Context: an optimization exercise on an open-source flow, tuned for small area, a short achievable clock period and few clock cycles. The choices shown serve that exercise and are no tape-out recipe.
RTL that was checked went through simulation tests only; none was proved equivalent to the original.
Function not checked in run 1: the RTL went through the layout flow alone.

==> flow/design.v, too long to show whole: its modules and the start of the top module <==
// module SNN: 1295 lines
module SNN(
	clk,
	rst_n,
	in_valid,
	img,
	ker,
	weight,
	out_valid,
	out_data
);
  // ...
==> flow/flow/run.sh <==
#!/bin/bash
# The standard layout with one netlist pass between synthesis and floorplan:
# flow/invopt.py folds away the inverters that Yosys's full-adder extraction
# leaves between full adder cells (a full adder is self-dual, so adders are
# flipped to need fewer inverters, and simple gates swapped for their
# complementary cells). Registers and all other cells are kept.
# Each tool writes its full output to its own log in this folder.
set -euo pipefail
R=orfs/results/${FLOW_PLATFORM}/SNN/base
bash standard.sh synth > synth.log 2>&1
cp "$R/1_2_yosys.v" 1_2_yosys.before_invopt.v
python3 flow/invopt.py "$R/1_2_yosys.v" > invopt.log 2>&1
rm -f "$R/1_synth.odb" "$R/1_synth.sdc"
# repair aims at a setup slack of 9.6 ns (the clock period is unchanged)
bash standard.sh finish SETUP_SLACK_MARGIN=9.6 > layout.log 2>&1
==> flow/flow/invopt.py <==
#!/usr/bin/env python3
"""Removes the inverters that Yosys's full-adder extraction leaves between
full adder cells. A full adder is self-dual (FA(~a,~b,~c) = ~FA(a,b,c) on
both outputs), so each full adder may be flipped: its inputs and outputs
change polarity. Flips are chosen by local search to minimise the number of
signals whose complement is needed; a simple gate whose loads all want its
complement is swapped for its complementary cell (and2 <-> nand2, ...);
then every remaining inverter is rebuilt, one per signal that needs its
complement. Registers and all other cells are kept as they are.
usage: invopt.py netlist.v  (rewrites the file in place)"""
import re, sys

path = sys.argv[1]
src = open(path).read()
m = re.search(r'^(.*?\bmodule\s+\S+\s*\(.*?\);)(.*)(\bendmodule\b.*)$', src, re.S)
head, body, tail = m.group(1), m.group(2), m.group(3)

OUTS = {'X', 'Y', 'Q', 'Q_N', 'SUM', 'COUT', 'HI', 'LO'}
stmts = [s for s in body.split(';')]
decls, insts, others = [], [], []
inst_re = re.compile(r'^\s*(sky130_fd_sc_hd__\w+)\s+(\S+)\s*\((.*)\)\s*$', re.S)
pin_re = re.compile(r'\.(\w+)\s*\(\s*(.*?)\s*\)\s*(?:,|$)', re.S)
for s in stmts:
    t = re.sub(r'\(\*.*?\*\)', '', s).strip()
    if not t:
        continue
    mi = inst_re.match(t)
    if mi:
        pins = [(p, n.strip()) for p, n in pin_re.findall(mi.group(3))]
        insts.append([mi.group(1), mi.group(2), pins])
    elif re.match(r'^(input|output|inout|wire|reg)\b', t):
        decls.append(t)
    else:
        others.append(t)

# nets referenced outside cell pins (ports, assigns) stay as they are
port_nets = set()
for d in decls:
    if d.startswith('output') or d.startswith('input'):
        pass
fixed_text = ' '.join(others)

driver = {}
for idx, (typ, name, pins) in enumerate(insts):
    for p, n in pins:
        if p in OUTS:
            driver[n] = (idx, p)

def is_inv(idx):
    return insts[idx][0].startswith('sky130_fd_sc_hd__inv_')

out_ports = set()
for d in decls:
    mo = re.match(r'^output\s+(?:\[(\d+):(\d+)\]\s*)?(\S+)', d)
    if mo:
        if mo.group(1):
            for b in range(int(mo.group(2)), int(mo.group(1)) + 1):
                out_ports.add(f'{mo.group(3)}[{b}]')
        else:
            out_ports.add(mo.group(3))

def keep_inv(idx):
    y = dict(insts[idx][2])['Y']
    return y in out_ports or y in fixed_text

def root(n):
    """(root net, parity) following removable inverters"""
    par = 0
    seen = 0
    while n in driver and is_inv(driver[n][0]) and not keep_inv(driver[n][0]) and seen < 100:
        n = dict(insts[driver[n][0]][2])['A']
        par ^= 1
        seen += 1
    return n, par

# consumers: (inst idx, pin, root, parity)
cons = []
for idx, (typ, name, pins) in enumerate(insts):
    if is_inv(idx) and not keep_inv(idx):
        continue
    for p, n in pins:
        if p in OUTS:
            continue
        r, par = root(n)
        cons.append([idx, p, r, par])

fa = [i for i, (t, _, _) in enumerate(insts) if t.startswith('sky130_fd_sc_hd__fa_')]
fa_set = set(fa)
flip = {i: 0 for i in fa}

def drv_flip(r):
    d = driver.get(r)
    if d and d[0] in fa_set:
        return flip[d[0]]
    return 0

# simple gates that have a complementary cell with the same inputs: a root
# driven by one whose consumers all want the complement is swapped instead
INV_AREA = 3.75
PAIRS = [('and2_1','nand2_1',6.26,3.75,'X','Y'), ('or2_1','nor2_1',6.26,3.75,'X','Y'),
    ('xor2_1','xnor2_1',8.76,8.76,'X','Y'), ('and3_1','nand3_1',6.26,5.00,'X','Y'),
    ('or3_1','nor3_1',6.26,5.00,'X','Y'), ('nor2b_1','or2b_1',6.26,7.51,'Y','X'),
    ('nand2b_1','and2b_1',6.26,7.51,'Y','X'), ('a21o_1','a21oi_1',7.51,5.00,'X','Y'),
    ('o21a_1','o21ai_1',7.51,5.00,'X','Y'), ('o21a_1','o21ai_0',7.51,5.00,'X','Y'),
    ('a22o_1','a22oi_1',8.76,7.51,'X','Y'), ('o22a_1','o22ai_1',8.76,6.26,'X','Y'),
    ('a31o_1','a31oi_1',8.76,6.26,'X','Y'), ('a211o_1','a211oi_1',8.76,7.51,'X','Y'),
    ('o211a_1','o211ai_1',10.01,7.51,'X','Y'), ('mux2_1','mux2i_1',11.26,10.01,'X','Y'),
    ('and4_1','nand4_1',8.76,6.26,'X','Y'), ('or4_1','nor4_1',7.51,6.26,'X','Y'),
    ('a21bo_1','a21boi_0',10.01,7.51,'X','Y'), ('o21ba_1','o21bai_1',10.01,7.51,'X','Y'),
    ('a2bb2o_1','a2bb2oi_1',10.01,8.76,'X','Y'), ('o2bb2a_1','o2bb2ai_1',10.01,8.76,'X','Y'),
    ('a32o_1','a32oi_1',10.01,8.76,'X','Y'), ('o31a_1','o31ai_1',8.76,7.51,'X','Y'),
    ('o32a_1','o32ai_1',10.01,8.76,'X','Y'), ('a311o_1','a311oi_1',10.01,8.76,'X','Y'),
    ('o311a_1','o311ai_0',10.01,8.76,'X','Y'), ('a41o_1','a41oi_1',10.01,8.76,'X','Y'),
    ('o41a_1','o41ai_1',11.26,8.76,'X','Y'), ('a221o_1','a221oi_1',10.01,8.76,'X','Y'),
    ('o221a_1','o221ai_1',11.26,8.76,'X','Y'), ('a2111o_1','a2111oi_0',11.26,8.76,'X','Y'),
    ('o2111a_1','o2111ai_1',11.26,8.76,'X','Y'), ('and3b_1','nand3b_1',8.76,7.51,'X','Y'),
    ('or3b_1','nor3b_1',8.76,7.51,'X','Y'), ('and4b_1','nand4b_1',10.01,8.76,'X','Y'),
    ('or4b_1','nor4b_1',10.01,8.76,'X','Y')]
# cell -> (complementary cell, its output pin here, output pin there, area change)
SWAP = {}
for a, b, aa, ab, oa, ob in PAIRS:
    pa, pb = 'sky130_fd_sc_hd__' + a, 'sky130_fd_sc_hd__' + b
    SWAP.setdefault(pa, (pb, oa, ob, ab - aa))
    SWAP.setdefault(pb, (pa, ob, oa, aa - ab))
def swappable(r):
    d = driver.get(r)
    return d is not None and insts[d[0]][0] in SWAP and r not in out_ports and r not in fixed_text

by_root = {}
for c in cons:
    by_root.setdefault(c[2], []).append(c)
def comp_state(r):
    """(state, area): 0 no consumer wants the complement; 1 some do (an
    inverter); 2 all do and swapping the driver for its complementary cell
    costs less than an inverter"""
    f = drv_flip(r)
    es = [par ^ f ^ (flip[idx] if idx in fa_set else 0) for idx, p, rr, par in by_root[r]]
    if not any(es):
        return 0, 0.0
    if all(es) and swappable(r):
        d = SWAP[insts[driver[r][0]][0]][3]
        if d < INV_AREA:
            return 2, d
    return 1, INV_AREA
PHASE = [1]
def need_comp(r):
    st, a = comp_state(r)
    if PHASE[0] == 1:
        # first phase: count inverters only, any swap is free
        if st == 0:
            return 0.0
        f = drv_flip(r)
        es = [par ^ f ^ (flip[idx] if idx in fa_set else 0) for idx, p, rr, par in by_root[r]]
        return 0.0 if (all(es) and swappable(r)) else 1.0
    return a
def cost_around(i):
    roots = set()
    for p, n in insts[i][2]:
        if p in OUTS:
            roots.add(n)
        else:
            roots.add(root(n)[0])
    return sum(need_comp(r) for r in roots if r in by_root), roots

before = sum(need_comp(r) for r in by_root)
def descend():
    rounds = 0
    improved = True
    while improved and rounds < 50:
        improved = False
        rounds += 1
        for i in fa:
            c0, roots = cost_around(i)
            flip[i] ^= 1
            c1 = sum(need_comp(r) for r in roots if r in by_root)
            if c1 < c0 - 1e-9:
                improved = True
            else:
                flip[i] ^= 1
    return rounds
import random
rng = random.Random(1)
def search(trials):
    descend()
    best = (sum(need_comp(r) for r in by_root), dict(flip))
    for trial in range(trials):
        # perturb the best solution and descend again
        for i in fa:
            flip[i] = best[1][i]
        for i in rng.sample(fa, max(1, len(fa) // 10)):
            flip[i] ^= 1
        descend()
        c = sum(need_comp(r) for r in by_root)
        if c < best[0] - 1e-9:
            best = (c, dict(flip))
    for i in fa:
        flip[i] = best[1][i]
search(300)
PHASE[0] = 2
before = len([i for i in range(len(insts)) if is_inv(i)]) * INV_AREA
search(100)
after = sum(need_comp(r) for r in by_root)

# rebuild: remove removable inverters, one new inverter per root needing its complement
comp_net = {}
new_insts = []
swapped = set()
k = 0
for r in sorted(by_root):
    if comp_state(r)[0] == 2:
        swapped.add(r)
        comp_net[r] = r
    elif comp_state(r)[0] == 1:
        k += 1
        nn = f'_invopt_n{k}_'
        comp_net[r] = nn
        new_insts.append(['sky130_fd_sc_hd__inv_1', f'_invopt_{k}_', [('A', r), ('Y', nn)]])
newpins = {}
for idx, p, r, par in cons:
    e = par ^ drv_flip(r) ^ (flip[idx] if idx in fa_set else 0)
    newpins[(idx, p)] = comp_net[r] if e else r
out = []
for idx, (typ, name, pins) in enumerate(insts):
    if is_inv(idx) and not keep_inv(idx):
        continue
    ps = [(p, newpins.get((idx, p), n)) for p, n in pins]
    outnets = [n for p, n in pins if p in OUTS]
    if outnets and outnets[0] in swapped:
        ntyp, po, pn, _ = SWAP[typ]
        typ = ntyp
        ps = [(pn if p == po else p, n) for p, n in ps]
    out.append([typ, name, ps])
out += new_insts

def net(n):
    return n + ' ' if n.startswith('\\') else n
lines = [head]
for d in decls:
    lines.append('  ' + d + ' ;')
for d in new_insts:
    lines.append(f'  wire {d[2][1][1]};')
for typ, name, ps in out:
    conn = ',\n    '.join(f'.{p}({net(n)})' for p, n in ps)
    lines.append(f'  {typ} {net(name)}(\n    {conn}\n  );')
for o in others:
    lines.append('  ' + o + ' ;')
lines.append(tail)
open(path, 'w').write('\n'.join(lines) + ('\n' if not tail.endswith('\n') else ''))
ninv = sum(1 for i in range(len(insts)) if is_inv(i))
print(f'invopt: area of inverters and swaps {before:.1f} -> {after:.1f} um2; {ninv} inverters before, {len(new_insts)} after '
      f'({sum(1 for i in range(len(insts)) if is_inv(i) and keep_inv(i))} kept on ports); '
      f'{sum(flip.values())} of {len(fa)} full adders flipped; {len(swapped)} gates swapped')
==> flow/standard.sh <==
#!/bin/bash
# synth_recipe.tcl (not shown) runs the flow's synth.tcl, then flattens the netlist and writes it again
# the make line also repeats each setting of config.mk as NAME=value (left out here)
make -C /OpenROAD-flow-scripts/flow DESIGN_CONFIG=/design/flow/config.mk WORK_HOME=/design/flow/orfs CLKGATE_MAP_FILE= SYNTH_SCRIPT=/design/flow/synth_recipe.tcl "${@:-finish}"
==> flow/config.mk <==
export PLATFORM = sky130hd
export DESIGN_NAME = SNN
export DESIGN_NICKNAME = SNN
export VERILOG_FILES = /design/flow/design.v
export SDC_FILE = /design/flow/constraint.sdc
export NUM_CORES = 4
export LEC_CHECK = 0
export CAP_MARGIN = 50
export CORE_MARGIN = 2
export CORE_UTILIZATION = 60
export CTS_BUF_LIST = sky130_fd_sc_hd__clkbuf_16
export CTS_CLUSTER_DIAMETER = 60
export CTS_CLUSTER_SIZE = 24
export SLEW_MARGIN = 70
==> flow/constraint.sdc <==
create_clock -name core_clock -period 15.0 [get_ports {clk}]
set_input_delay 3.0000 -clock core_clock [delete_from_list [all_inputs] [get_ports {clk}]]
set_output_delay 3.0000 -clock core_clock [all_outputs]
set_load 0.01 [all_outputs]
==> out/qor.log, run 1 <==
[cells_and_area] total number of multi-input combinational cells 1982
[cells_and_area] share of final layout cell area taken by non-clock buffers 2.194%
[min_path] class of the most critical hold timing path flip-flop to flip-flop
[cells_and_area] Largest Register lb
[cts] post-CTS setup buffer count 0
[outcome] result of the run finished clean
[critical_path] R2R Setup Slk 9850 ps
[sta] slew at the pin closest to its max-slew limit 449.8 ps
[critical_path] CP Max Fanout 58
[placed_design] cell count after placement 3557
[critical_path] path length in cells of the critical path 14
[route] number of vias per cell 5.814
[critical_path] nature of the critical path startpoint flip-flop
[sta] Max Clk Rate 194.2 MHz
[cells_and_area] multi-input gate share of total cell area 53.91%
[cells_and_area] share of final-layout standard cells stronger than drive strength 1 12.15%
[cts] clock tree root driver cell sky130_fd_sc_hd__clkbuf_16
[global_route] number of global-route vias before repair 22520
[min_path] Worst Hold Path Cells 0
[placed_design] pre-CTS worst setup slack 9765 ps
[critical_path] kind of capture point of the worst setup path flip-flop
[cells_and_area] Post-Route Utilization 68.15%
[min_path] Worst Hold Endpoint lb[8][1]
[cells_and_area] count of fill cells added during filler insertion 4142
[cts] maximum clock path buffer count 3
[sta] worst-case setup margin in the final layout 9851 ps
[synthesis] net count after synthesis 3475
[cells_and_area] count of plain and timing-repair buffers in the layout 77
[sta] sum of negative setup slack 0 ps
[run] max-capacitance violation count 0
[cells_and_area] most common library cell in the layout ignoring fill and taps sky130_fd_sc_hd__fa_1
[cells_and_area] total area of sequential cells 13420 µm²
[global_route] pin count of the biggest net entering global routing 59
[sta] max-slew violation count 0
[cells_and_area] clock buffer and inverter area fraction after layout 3.881%
[cts] clock sink count 562
[placed_design] number of port buffers 37
[cells_and_area] area of combinational cells with multiple inputs 20320 µm²
==> run 2: changes to the inputs <==
--- a/flow/design.v
+++ b/flow/design.v
@@ -69,17 +69,17 @@
 wire [7:0] pb = px;
 wire [7:0] k0 = k[0], k1 = k[1], k2 = k[2], k3 = k[3], k4 = k[4],
            k5 = k[5], k6 = k[6], k7 = k[7], k8 = k[8];
 reg  [7:0] q3;
 reg  [7:0] mx [0:1];
 reg  [7:0] ab_a, ab_b;
 reg        e0, e1, e2, e3, e4;    
 wire [7:0] l10 = lb[10], l11 = lb[11], l4 = lb[4], l5 = lb[5];
-reg        pj1, qj1, pacc, qrqd, qrp;
+reg        pj1, qj1, pacc, qrqd, qzero;
 wire [2:0] ncol = v1 ? (col1 == 5 ? 3'd0 : col1 + 1) : col1;    
 wire [7:0] pta = e0 ? ab_a : e2 ? mx[0] : pj1 ? l11 : l10;
 wire [7:0] ptb = e0 ? ab_b : e2 ? 8'd0  : pj1 ? l5 : l4;
 wire [7:0] pka = (e0 || e2) ? w[0] : pj1 ? k1 : k0;
 wire [7:0] pkb = e0 ? w[2] : pj1 ? k4 : k3;
 wire [7:0] qta = e1 ? ab_a : e2 ? mx[0] : qj1 ? l10 : l11;
 wire [7:0] qtb = e1 ? ab_b : e2 ? 8'd0  : qj1 ? l4 : l5;
 wire [7:0] qka = (e1 || e2) ? w[1] : qj1 ? k1 : k2;
@@ -87,17 +87,17 @@
 reg  [16:0] tpa, tpb, tqa, tqb;
 wire [16:0] tpa_n, tpb_n, tqa_n, tqb_n;
 reg  [7:0] pbot, qbot, pkv, qkv;
 reg  [18:0] RP, RPd, RQd;
 reg  [19:0] RQ;
 wire [18:0] RP_n;
 wire [19:0] RQ_n;
 wire [18:0] accp = pacc ? RPd : 19'd0;
-wire [18:0] accq = ({19{qrqd}} & RQd) | ({19{qrp}} & RP);
+wire [18:0] accq = qzero ? 19'd0 : qrqd ? RQd : RP;
 wire tmp_1 = (pta[0] & pka[6]) ^ (pta[1] & pka[5]);
 wire tmp_2 = (pta[0] & pka[6]) & (pta[1] & pka[5]);
 wire tmp_3, tmp_4;
 assign {tmp_4, tmp_3} = {1'b0, (pta[0] & pka[7])} + {1'b0, (pta[1] & pka[6])} + {1'b0, (pta[2] & pka[5])};
 wire tmp_5, tmp_6;
 assign {tmp_6, tmp_5} = {1'b0, (pta[3] & pka[4])} + {1'b0, (pta[4] & pka[3])} + {1'b0, (pta[5] & pka[2])};
 wire tmp_7, tmp_8;
 assign {tmp_8, tmp_7} = {1'b0, (pta[1] & pka[7])} + {1'b0, (pta[2] & pka[6])} + {1'b0, (pta[3] & pka[5])};
@@ -902,18 +902,18 @@
 	RQd <= RQ[18:0];
 	pbot <= e0 ? 8'd0 : e2 ? vb : (ncol >= 4) ? px : img;
 	pkv <= e2 ? w[2] : (ncol >= 4) ? k7 : k6;
 	qbot <= e1 ? 8'd0 : e2 ? vb : (ncol == 1 || ncol == 2) ? img : px;
 	qkv <= e2 ? w[3] : (ncol == 1 || ncol == 2) ? k7 : k8;
 	pj1 <= ncol == 3 || ncol == 4;
 	qj1 <= ncol == 0 || ncol == 1;
 	pacc <= (ncol == 4 || ncol == 5) && !e0 && !e2;
-	qrqd <= (ncol == 3 || ncol == 4) && !e1 && !e2;
-	qrp <= !(ncol == 3 || ncol == 4) && !e1 && !e2;
+	qrqd <= ncol == 3 || ncol == 4;
+	qzero <= e1 || e2;
 end
 always @(posedge clk or negedge rst_n) begin
 	if(!rst_n) begin
 		e0 <= 0; e1 <= 0; e2 <= 0; e3 <= 0; e4 <= 0;
 	end
 	else begin
 		e0 <= v1 && row1 == 5 && col1 == 4;
 		e1 <= e0;
==> flow/run.sh (new file) <==
#!/bin/bash
# synth_recipe.tcl (not shown) runs the flow's synth.tcl, then flattens the netlist and writes it again
# the make line also repeats each setting of config.mk as NAME=value (left out here)
make -C /OpenROAD-flow-scripts/flow DESIGN_CONFIG=/design/flow/config.mk WORK_HOME=/design/flow/orfs CLKGATE_MAP_FILE= SYNTH_SCRIPT=/design/flow/synth_recipe.tcl finish
removed: flow/flow/run.sh
removed: flow/flow/invopt.py
removed: flow/standard.sh
==> out/qor.log, run 2 <==
[outcome] result of the run finished clean [unchanged]
[sta] Final Hold Fails 0 [unchanged]
[floorplan] number of top-level pins 38 [unchanged]
[critical_path] most frequent cell on the critical path sky130_fd_sc_hd__fa_1 [unchanged]
[synthesis] Yosys warning total 5 [unchanged]
[critical_path] Slowest cell on crit path sky130_fd_sc_hd__fa_1 [unchanged]
[route] DRC violations left 0 [unchanged]
[critical_path] R2R depth 15 [was 14]
[critical_path] critical path launch point e2 [unchanged]
[global_route] overall overflow remaining after global route 0 [unchanged]
[synthesis] proportion of synthesized chip area in sequential cells 38.05%
[cells_and_area] Post-Route Utilization 67.56% [was 68.15%]
[critical_path] peak per-stage delay on the critical path 590 ps [was 540 ps]
[cts] CTS H-tree lvls 2 [unchanged]
[global_route] antenna violations before repair 1 [was 3]
[placed_design] total half-perimeter wirelength after legalization and detailed placement 68960 µm [was 66060 µm]
[synthesis] portion of synthesized cell area occupied by the leading cell type 24.69%
[global_route] All-Layer GR Usage 29.74% [was 29.87%]
[synthesis] top area cells in the synthesized netlist sky130_fd_sc_hd__fa_1 25%, sky130_fd_sc_hd__dfxtp_1 19%, sky130_fd_sc_hd__edfxtp_1 17%
[global_route] wire length of the first global-routing pass 135000 µm [was 129200 µm]
[cts] number of hold buffers added after cts 0 [unchanged]
[critical_path] launching point of the worst reg2reg path e2 [unchanged]
[floorplan] die area 60460 µm² [was 58170 µm²]
[min_path] class of the most critical hold timing path flip-flop to flip-flop [unchanged]
[floorplan] area of the placeable core 57810 µm² [was 55310 µm²]
[cells_and_area] n_diodes 0 [was 5]
[critical_path] worst setup path endpoint tqa[8] [was tpa[8]]
[cts] insertion delay to the later sink of the worst-skew pair 630 ps [was 610 ps]
[sta] Max Clk Rate 187.7 MHz [was 194.2 MHz]
[route] total routed wirelength 86890 µm [was 83120 µm]
[sta] final clock period utilization by the worst path 35.53% [was 34.33%]
[floorplan] initial standard-cell utilization of the core 60.73% [was 61.03%]
[sta] tightest hold margin 308.6 ps [was 323.5 ps]
[cts] maximum clock path buffer count 3 [unchanged]
[route] wire length per cell 21.56 µm [was 22.83 µm]
[cts] clock sink count 561 [was 562]
[cts] clock tree root driver cell sky130_fd_sc_hd__clkbuf_16 [unchanged]
[critical_path] data arrival time at the worst-slack endpoint 5810 ps [was 5620 ps]
[route] number of DRC violations after detailed-routing iteration 0 1267 [was 1424]
[floorplan] die height 245.9 µm [was 241.2 µm]
[sta] # setup viols final 0 [unchanged]
[cells_and_area] largest registers ranked by flip-flop count lb: 96 flops, k: 72 flops [unchanged]
[placed_design] number of port buffers 37 [unchanged]
[critical_path] chain of cells forming the critical path buf_8 > buf_16 > or2_4 > buf_8 > buf_16 > nor2_1 > a21oi_2 > or2_2 > fa_1 > fa_1 > fa_1 > fa_1 > fa_1 > inv_1 > fa_1 [was clkbuf_8 > or2_4 > buf_8 > buf_16 > nor2_1 > a21oi_4 > or2_2 > fa_1 > inv_1 > fa_1 > fa_1 > fa_1 > fa_1 > fa_1]
[synthesis] cell taking the most area after synthesis sky130_fd_sc_hd__fa_1
[cells_and_area] layout net count 3919 [was 3543]
[global_route] number of global-route vias before repair 23860 [was 22520]
[sta] final period demand of the worst path 5329 ps [was 5149 ps]
[cts] post-CTS setup buffer count 0 [unchanged]
[synthesis] share of synthesized registers carrying an async set or reset 5.169%
[synthesis] average cell area after synthesis 11.11 µm² [was 12.11 µm²]
[route] number of vias per cell 5.491 [was 5.814]
[sta] max-slew violation count 0 [unchanged]
[sta] final setup skew 57.74 ps [was 37.94 ps]
[cells_and_area] most common library cell in the layout ignoring fill and taps sky130_fd_sc_hd__inv_1 [was sky130_fd_sc_hd__fa_1]
[cells_and_area] Synth-to-Final Area Change 11.25% [was 11.67%]
[critical_path] CP Max Fanout 27 [was 58]
[synthesis] top cells by count, synth 550 x sky130_fd_sc_hd__inv_1, 433 x sky130_fd_sc_hd__fa_1, 355 x sky130_fd_sc_hd__nor2_1, 334 x sky130_fd_sc_hd__dfxtp_1, 229 x sky130_fd_sc_hd__ha_1
[synthesis] synthesized instance count 3159 [was 2786]
[synthesis] number of enable-type register cells in the synthesized netlist 198
[cells_and_area] Largest Register lb [unchanged]
[floorplan] width of the die 245.9 µm [was 241.2 µm]
[route] detailed-routing iteration count for the pre-antenna-repair pass 7 [was 5]
[sta] RSZ-0062 raised after global routing no [unchanged]
[synthesis] net count after synthesis 3848 [was 3475]
[critical_path] critical path start-end classification flip-flop to flip-flop [unchanged]
[cts] quantity of gates resized following cts 0 [unchanged]
[cts] clock slew at reported path FFs 90 ps [about the same]
[synthesis] most instantiated flip-flop cell in the synthesis netlist sky130_fd_sc_hd__dfxtp_1
[cells_and_area] commonest cells after routing, fill and taps aside 558 x sky130_fd_sc_hd__inv_1, 433 x sky130_fd_sc_hd__fa_1, 352 x sky130_fd_sc_hd__nor2_1 [was 433 x sky130_fd_sc_hd__fa_1, 323 x sky130_fd_sc_hd__nor2_1, 307 x sky130_fd_sc_hd__dfxtp_1]
[critical_path] kind of capture point of the worst setup path flip-flop [unchanged]
[critical_path] R2R Setup Slk 9670 ps [was 9850 ps]
[placed_design] weighted congestion at the end of routability-driven global placement 0.9163 [was 0.8949]
[cells_and_area] share of final-layout standard cells stronger than drive strength 1 10.26% [was 12.15%]
[synthesis] FF+latch count, synth 561
[cells_and_area] max reg flops 96 [unchanged]
[cells_and_area] count of fill cells added during filler insertion 4411 [was 4142]
[critical_path] Data required, critical path 15490 ps [was 15470 ps]
[floorplan] row cnt 88 [was 86]
[sta] slew at the pin closest to its max-slew limit 463.5 ps [was 449.8 ps]
[critical_path] nature of the critical path startpoint flip-flop [unchanged]
[cts] TritonCTS clock tree done [unchanged]
[route] number of nets with antenna violations after routing 0 [unchanged]
[sta] relative slew slack 69.10% [was 69.64%]
[run] max-capacitance violation count 0 [unchanged]
[global_route] pin count of the biggest net entering global routing 45 [was 59]
[synthesis] top-count cell post-synth sky130_fd_sc_hd__inv_1
[synthesis] cell area after technology mapping 35110 µm² [was 33750 µm²]
[route] routed via count 22130 [was 21170]
[synthesis] Netlist cell types 70
[critical_path] end of the worst register-to-register path tqa[8] [was tpa[8]]
[sta] sum of negative setup slack 0 ps [unchanged]
[cts] number of buffers inserted during clock tree synthesis 43 [was 42]
-- run 2: logic make-up after synthesis --
group / count (synthesis) / synth area share [%]
flip-flops: 561 / 38.05
AO/OA/AOI/OAI: 310 / 5.674
multiplexers: 146 / 4.280
buffers and inverters: 605 / 6.536
adder cells (fa/ha/maj): 662 / 32.85
AND/OR/NAND/NOR: 801 / 10.72
XOR/XNOR: 74 / 1.885
-- run 2: how the worst min path moves through the flow --
stage / depth (start not counted) / startpoint / end / slack, ps
6_report: 0 / lb[2][2] / lb[3][2] / 310
5_1_grt: 0 / lb[2][7] / lb[3][7] / 310
4_1_cts: 0 / lb[2][2] / lb[3][2] / 310
3_5_place_dp: 0 / lb[9][0] / lb[10][0] / 310
3_3_place_gp: 0 / lb[7][6] / lb[8][6] / 310
2_1_floorplan: 0 / lb[9][0] / lb[10][0] / 310
-- run 2: metrics by stage --
step	worst slack, ps	instance area, µm²	std cells
floorplan	9756	35110	3159
global placement	9464	36410	3931
detailed placement	9721	37300	3948
CTS	9672	38890	4028
global route	9500	39060	4030
finish	9671	39060	4030
-- run 2: final cells by class --
class                   count  area [µm²]  share of cell area, %
inverters                 550        2064                  5.286
repair buffers             81       840.8                  2.153
clock inverters            37       519.2                  1.329
well taps                 765       957.2                  2.451
multi-input cells        1993       20200                  51.71
flip-flops and latches    561       13400                  34.31
clock buffers              43        1076                  2.755
-- run 2: worst max-delay path, delay by kind of cell (launching register included) --
family | cells | cell delay, ps
buf+inv | 5 | 740
simple gates | 3 | 810
flops | 1 | 570
compound gates | 1 | 100
fa+ha+maj | 6 | 2940
-- run 2: per-layer routing --
layer	wire length (µm)	share of wire [%]	global-route usage, %
met3	3830	4.4	3.503
met2	41390	48	49.03
met4	3387	3.9	10.52
met5	16	0.018	0
met1	38270	44	40.97
Testbench counts of run 2, summed over its fixed seeds: cycles 24,968.

## port drivers added, routing unchanged
The flow's constraints put no driver on any port. The routed layouts listed below were extracted and timed again, unchanged, in two steps.
Step 1: set_driving_cell puts a clkbuf_16 on clk and a buf_2 on each other input, an assumption about the parent block.
Step 2 moves the port delays by t, midway between the first and last clock arrival at a register: inputs arrive t later, outputs are due t later. That takes back most of the time a late clock gives input paths.
Slacks: ideal / step 1 / step 2; pairs: ideal / step 1.
run	shift t [ns]	setup slack, ns	worst setup path after step 2	latest minus earliest clock arrival (ns)	worst register clock-pin slew, ns
run 1	0.653	9.851 / 9.851 / 9.851	register to register	0.038 / 0.038	0.10 / 0.10
run 2	0.661	9.671 / 9.671 / 9.671	register to register	0.062 / 0.061	0.10 / 0.10
After both steps setup and hold are still met in every run listed.
